This design comes from an exercise in tuning for small area and a short achievable clock period on the open sky130 flow, not from production work. The RTL was checked by simulation tests, not by an equivalence proof against the original design. Power figures rest on the tool's default switching activity, not on a simulated workload.

== run 1 ==
Design top_level, start of the top module:
module top_level
#(parameter WIDTH = 8)
(
	input clk, rst, init, finish, ack,
	input [WIDTH-1:0]
		ori_0,
		ori_1,
		ori_2,
		ori_3,
		ori_4,
		ori_5,
		ori_6,
		ori_7,
		ori_8,
		ori_9,
		ori_10,
		ori_11,
		ori_12,
		ori_13,
		ori_14,
		ori_15,
		ori_16,
		ori_17,
		ori_18,
		ori_19,
		ori_20,
		ori_21,
		ori_22,
		ori_23,
		ori_24,
		ori_25,
		ori_26,
		ori_27,
		ori_28,
		ori_29,
		ori_30,
		ori_31,
		can_0,
		can_1,
		can_2,
		can_3,
		can_4,
		can_5,
		can_6,
		can_7,
		can_8,
		can_9,
		can_10,
		can_11,
		can_12,
		can_13,
		can_14,
		can_15,
		can_16,
		can_17,
		can_18,
		can_19,
		can_20,
		can_21,
		can_22,
		can_23,
		can_24,
		can_25,
		can_26,
		can_27,
		can_28,
		can_29,
		can_30,
		can_31,
	output done,
	output [WIDTH+4:0] out_sad
	);
	wire idle, en;
	wire [12:0] sum;
	control b_control(
		.clk(clk),
		.rst(rst),
		.init(init),
		.finish(finish),
		.ack(ack),
		.done(done),
		.idle(idle),
		.en(en)
		);
	SAD_4x8 b_SAD_4x8(
		.clk(clk),
		.ori_0(ori_0),
		.ori_1(ori_1),
		.ori_2(ori_2),
		.ori_3(ori_3),
		.ori_4(ori_4),
		.ori_5(ori_5),
		.ori_6(ori_6),
		.ori_7(ori_7),
		.ori_8(ori_8),
		.ori_9(ori_9),
		.ori_10(ori_10),
		.ori_11(ori_11),
		.ori_12(ori_12),
		.ori_13(ori_13),
		.ori_14(ori_14),
		.ori_15(ori_15),
		.ori_16(ori_16),
		.ori_17(ori_17),
		.ori_18(ori_18),
  ...
export LEC_CHECK = 0
export CAP_MARGIN = 20
export CORE_MARGIN = 2
export CORE_UTILIZATION = 40
export SETUP_SLACK_MARGIN = 2.45
export SLEW_MARGIN = 20
export SYNTH_HIERARCHICAL = 1
export SYNTH_MINIMUM_KEEP_SIZE = 0
create_clock -name core_clock -period 5.8 [get_ports {clk}]
standard.sh (not shown) runs the stock make flow with config.mk's settings and CLKGATE_MAP_FILE= SYNTH_SCRIPT=/design/flow/synth_recipe.tcl, a recipe that flattens the netlist after the stock synthesis.
==> flow/flow/run.sh <==
#!/bin/bash
# The standard layout with two changes:
#  - the port buffers are buf_1 cells (buffer_ports otherwise picks the slow,
#    large clkdlybuf4s50_1); repair_design and repair_timing still resize them.
#  - synthesis maps the logic with abc_speed.script from this folder: the
#    standard script's delay mapping without its final buffering and sizing
#    passes, so the netlist starts small and the layout's repair_timing sizes
#    up only the paths that need it. Registers, flattening and renaming are
#    exactly as in the standard flow's synthesis (synth_recipe.tcl is used unchanged).
set -euo pipefail
export BUFFER_PORTS_ARGS="-buffer_cell sky130_fd_sc_hd__buf_1"
rm -rf scripts_abc
cp -r "$FLOW_HOME/scripts" scripts_abc
cp flow/abc_speed.script scripts_abc/abc_speed.script
export SCRIPTS_DIR="$PWD/scripts_abc"
bash standard.sh finish > standard.log 2>&1
==> flow/flow/abc_speed.script <==
strash
&get -n
&st
&dch
&nf
&put
[inputs] run 2 vs run 1
- CORE_UTILIZATION: 40 -> 45
- PLACE_DENSITY: unset -> 0.9
- SETUP_SLACK_MARGIN: 2.45 -> 2.9
- ABC_AREA: unset -> 1
==> flow/flow/run.sh <==
#!/bin/bash
# The standard layout, except that the port buffers are buf_1 cells
# (buffer_ports otherwise picks the slow, large clkdlybuf4s50_1). repair_design
# and repair_timing still resize them as they do any buffer.
set -euo pipefail
export BUFFER_PORTS_ARGS="-buffer_cell sky130_fd_sc_hd__buf_1"
bash standard.sh finish > standard.log 2>&1
removed: flow/flow/abc_speed.script
Placeable core area deteriorates in run 2 relative to run 1.
Compared with run 1, in run 2 final cell count saw an increase; routed wire length went up.
Comparing run 1 and run 2, the higher combinational share of power was measured on run 2.
In the flow results for run 1 and run 2, the data required time of the critical path is smaller on run 2.
--- input diff run 2..run 3 ---
- CORE_UTILIZATION: 45 -> 40
- ABC_AREA: 1 -> unset
- GPL_ROUTABILITY_DRIVEN: unset -> 0
- PLACE_DENSITY: 0.9 -> unset
- SETUP_SLACK_MARGIN: 2.9 -> 2.6
==> flow/flow/run.sh <==
#!/bin/bash
# The standard layout with two changes:
#  - the port buffers are buf_1 cells (buffer_ports otherwise picks the slow,
#    large clkdlybuf4s50_1); repair_design and repair_timing still resize them.
#  - synthesis maps the logic with abc_speed.script from this folder: the
#    standard script's delay mapping without its final buffering and sizing
#    passes, so the netlist starts small and the layout's repair_timing sizes
#    up only the paths that need it. Registers, flattening and renaming are
#    exactly as in the standard flow's synthesis (synth_recipe.tcl is used unchanged).
set -euo pipefail
export BUFFER_PORTS_ARGS="-buffer_cell sky130_fd_sc_hd__buf_1"
rm -rf scripts_abc
cp -r "$FLOW_HOME/scripts" scripts_abc
cp flow/abc_speed.script scripts_abc/abc_speed.script
export SCRIPTS_DIR="$PWD/scripts_abc"
bash standard.sh finish > standard.log 2>&1
==> flow/flow/abc_speed.script (new file) <==
strash
&get -n
&st
&dch
&nf
&put
### Flow results
- Wire length ends up lower on run 3.
- Compared with run 2, first-pass GRT wire length in run 3 decreased by more than 10%.
- Compared with run 2, in run 3 filler-free cell count of the finished design dropped 1682, number of inserted filler cells in the final layout dropped 7.0%.
- Looking at initial cell density of the core, run 3 sits 5.1 points lower than run 2 does.
- Run 3 packs its core more loosely than run 2.
- Total met3 wirelength after detailed routing, run 3 and run 2: higher on run 2
- Run 3 closes out successfully: all stages finished, all timing, DRC and antenna checks passed.
- Lower number of optimization iterations in the first detailed-route pass was reported by run 3, not run 2.
Input changes introduced in run 4 (baseline for comparison: run 3):
- a deleted GPL_ROUTABILITY_DRIVEN that had been 0
==> flow/flow/abc_speed.script <==
strash
&get -n
&st
&dch
&nf -p -R 20
&put
==> run summary <==
Post-route total power ended up 700 uW higher on run 4 than on run 3. From run 3 to run 4 the numbers moved as follows: via count increased by about 1% relative to the old numbers, design area increased by 1.9% relative to the old numbers. In the tables for run 4 and run 3, share of total power consumed by net switching reads higher with run 4. Met2 track demand over resource: lower on run 3. STATUS final wirelength: run 4 loses against run 3. Post-layout utilization of the core in run 4 is 0.99 points higher than in run 3. Relative to run 3, run 4 degrades clock period minus worst slack. Run comparison: run 4 startpoint of the worst setup timing path can_14[0]; run 3 startpoint of the worst setup timing path ori_12[0]. The setup slack of run 4 is smaller than that of run 3.

---

== build 11 ==
Starting RTL as in the previous note.
export LEC_CHECK = 0
export CAP_MARGIN = 20
export CORE_MARGIN = 2
export CORE_UTILIZATION = 40
export SETUP_SLACK_MARGIN = 2.6
export SLEW_MARGIN = 20
export SYNTH_HIERARCHICAL = 1
export SYNTH_MINIMUM_KEEP_SIZE = 0
create_clock -name core_clock -period 5.8 [get_ports {clk}]
==> flow/flow/run.sh <==
#!/bin/bash
# The standard layout with two changes:
#  - the port buffers are buf_1 cells (buffer_ports otherwise picks the slow,
#    large clkdlybuf4s50_1); repair_design and repair_timing still resize them.
#  - synthesis maps the logic with abc_speed.script from this folder: the
#    standard script's delay mapping without its final buffering and sizing
#    passes, so the netlist starts small and the layout's repair_timing sizes
#    up only the paths that need it. Registers, flattening and renaming are
#    exactly as in the standard flow's synthesis (synth_recipe.tcl is used unchanged).
set -euo pipefail
export BUFFER_PORTS_ARGS="-buffer_cell sky130_fd_sc_hd__buf_1"
rm -rf scripts_abc
cp -r "$FLOW_HOME/scripts" scripts_abc
cp flow/abc_speed.script scripts_abc/abc_speed.script
export SCRIPTS_DIR="$PWD/scripts_abc"
bash standard.sh finish > standard.log 2>&1
==> flow/flow/abc_speed.script <==
strash
&get -n
&st
&dch
&nf
&put
buffer -c
Build 11 completed end to end with timing, DRC and antenna clean.
Input-level comparison between build 70 and build 11:
Settings: an added ABC_AREA of 1; a deleted SETUP_SLACK_MARGIN that had been 2.6.
==> flow/flow/run.sh <==
#!/bin/bash
# The standard layout, except that the port buffers are buf_1 cells
# (buffer_ports otherwise picks the slow, large clkdlybuf4s50_1). repair_design
# and repair_timing still resize them as they do any buffer.
set -euo pipefail
export BUFFER_PORTS_ARGS="-buffer_cell sky130_fd_sc_hd__buf_1"
bash standard.sh finish > standard.log 2>&1
removed: flow/flow/abc_speed.script
==> run summary <==
Build 70 went all the way through synthesis, placement and routing and the layout is clean on timing, DRC and antenna.
Build 70: clock latency reported for the late side of the worst-skew pair 20 ps above build 11
Taking build 11 as the reference, in build 70 worst path setup slack after routing higher, largest net degree at the start of global routing dropped 12.
The global-route usage of build 70 falls short of that of build 11 by 1.0 points.
Compared build 70 against build 11; sequential cell count within noise.
Build 70 gives less clock group share of total power than build 11 did.
STATUS final area: build 70 loses against build 11
Relative to build 11, build 70 improves headroom to the max-slew limit.
Going from build 11 to build 70, global-route wire length before repair grew by 18000 um, buffers inserted during post-CTS setup optimization fell by 1, post-route clock period utilization -1.7 points.
Inputs modified between build 70 and build 45:
Settings: a deleted ABC_AREA that had been 1.
Row post-synthesis cell type count: build 45 higher / build 70 lower
Build 45 ended up with a higher layout overhead on the synthesized area than build 70 did.
Going from build 70 to build 45, the clock latency on the worst-skew pair was found to have gone down by 20 ps.
Input-level comparison between build 5 and build 45:
Settings: setting SETUP_SLACK_MARGIN to 2.6 for the first time.
==> flow/flow/run.sh <==
#!/bin/bash
# The standard layout with two changes:
#  - the port buffers are buf_1 cells (buffer_ports otherwise picks the slow,
#    large clkdlybuf4s50_1); repair_design and repair_timing still resize them.
#  - synthesis maps the logic with abc_speed.script from this folder: the
#    standard script's delay mapping without its final buffering and sizing
#    passes, so the netlist starts small and the layout's repair_timing sizes
#    up only the paths that need it. Registers, flattening and renaming are
#    exactly as in the standard flow's synthesis (synth_recipe.tcl is used unchanged).
set -euo pipefail
export BUFFER_PORTS_ARGS="-buffer_cell sky130_fd_sc_hd__buf_1"
rm -rf scripts_abc
cp -r "$FLOW_HOME/scripts" scripts_abc
cp flow/abc_speed.script scripts_abc/abc_speed.script
export SCRIPTS_DIR="$PWD/scripts_abc"
bash standard.sh finish > standard.log 2>&1
==> flow/flow/abc_speed.script (new file) <==
strash
&get -n
&st
&dch
&nf
&put
buffer -c
topo
stime -c
upsize -c
dnsize -c
Notes after the runs:
Build 5 did not stop at any stage, and its layout met the timing, design-rule and antenna checks. The final layout from build 45, which completed every stage, passed the timing, design-rule and antenna checks at the end of the flow. Build 5: synthesized area 2500 um2 below build 45. The top routing layer in use comes out met5 in one run and met4 in the other, namely in build 5 and build 45 respectively. Diff build 45 and build 5: non-clock buffer count higher in build 5. Summary of build 5 over build 45: critical path depth saw an increase; final standard cell area without fillers saw a decrease.

separate check: timing with driven ports:
How much do the figures lean on ideal ports? The routed layouts below were timed once more, with nothing changed but the port constraints. Step 1, drivers: a clkbuf_16 drives clk and a buf_2 each remaining input, both assumed. Step 2 times the ports against the registers' clock, not the clock port: input delays grow and output delays shrink by t, the midpoint of the rising clock arrivals with the driver on. Three values: ideal, step 1, step 2; two values: the first two.
run	t (ns)	slack for setup (ns)	hold slack, ns	clock arrival spread, ns
run 1	0.599	2.559 / 2.559 / 2.041	0.421 / 0.392 / 0.468	0.025 / 0.025
run 2	0.622	2.819 / 2.819 / 2.395	0.432 / 0.397 / 0.448	0.037 / 0.038
run 3	0.605	2.702 / 2.728 / 2.123	0.435 / 0.406 / 0.470	0.016 / 0.016
run 4	0.589	2.659 / 2.680 / 2.091	0.450 / 0.423 / 0.467	0.020 / 0.020
build 11	0.610	2.655 / 2.655 / 2.097	0.426 / 0.417 / 0.426	0.015 / 0.016
build 70	0.616	2.751 / 2.751 / 2.401	0.442 / 0.410 / 0.442	0.035 / 0.034
build 45	0.620	2.368 / 2.368 / 1.889	0.438 / 0.408 / 0.466	0.014 / 0.014
build 5	0.619	2.690 / 2.690 / 2.129	0.435 / 0.397 / 0.453	0.031 / 0.031
After both steps setup and hold are still met in every run listed. For run 3, which loses most, drivers alone change the setup slack by +0.026 ns; drivers and shift together by -0.579 ns.
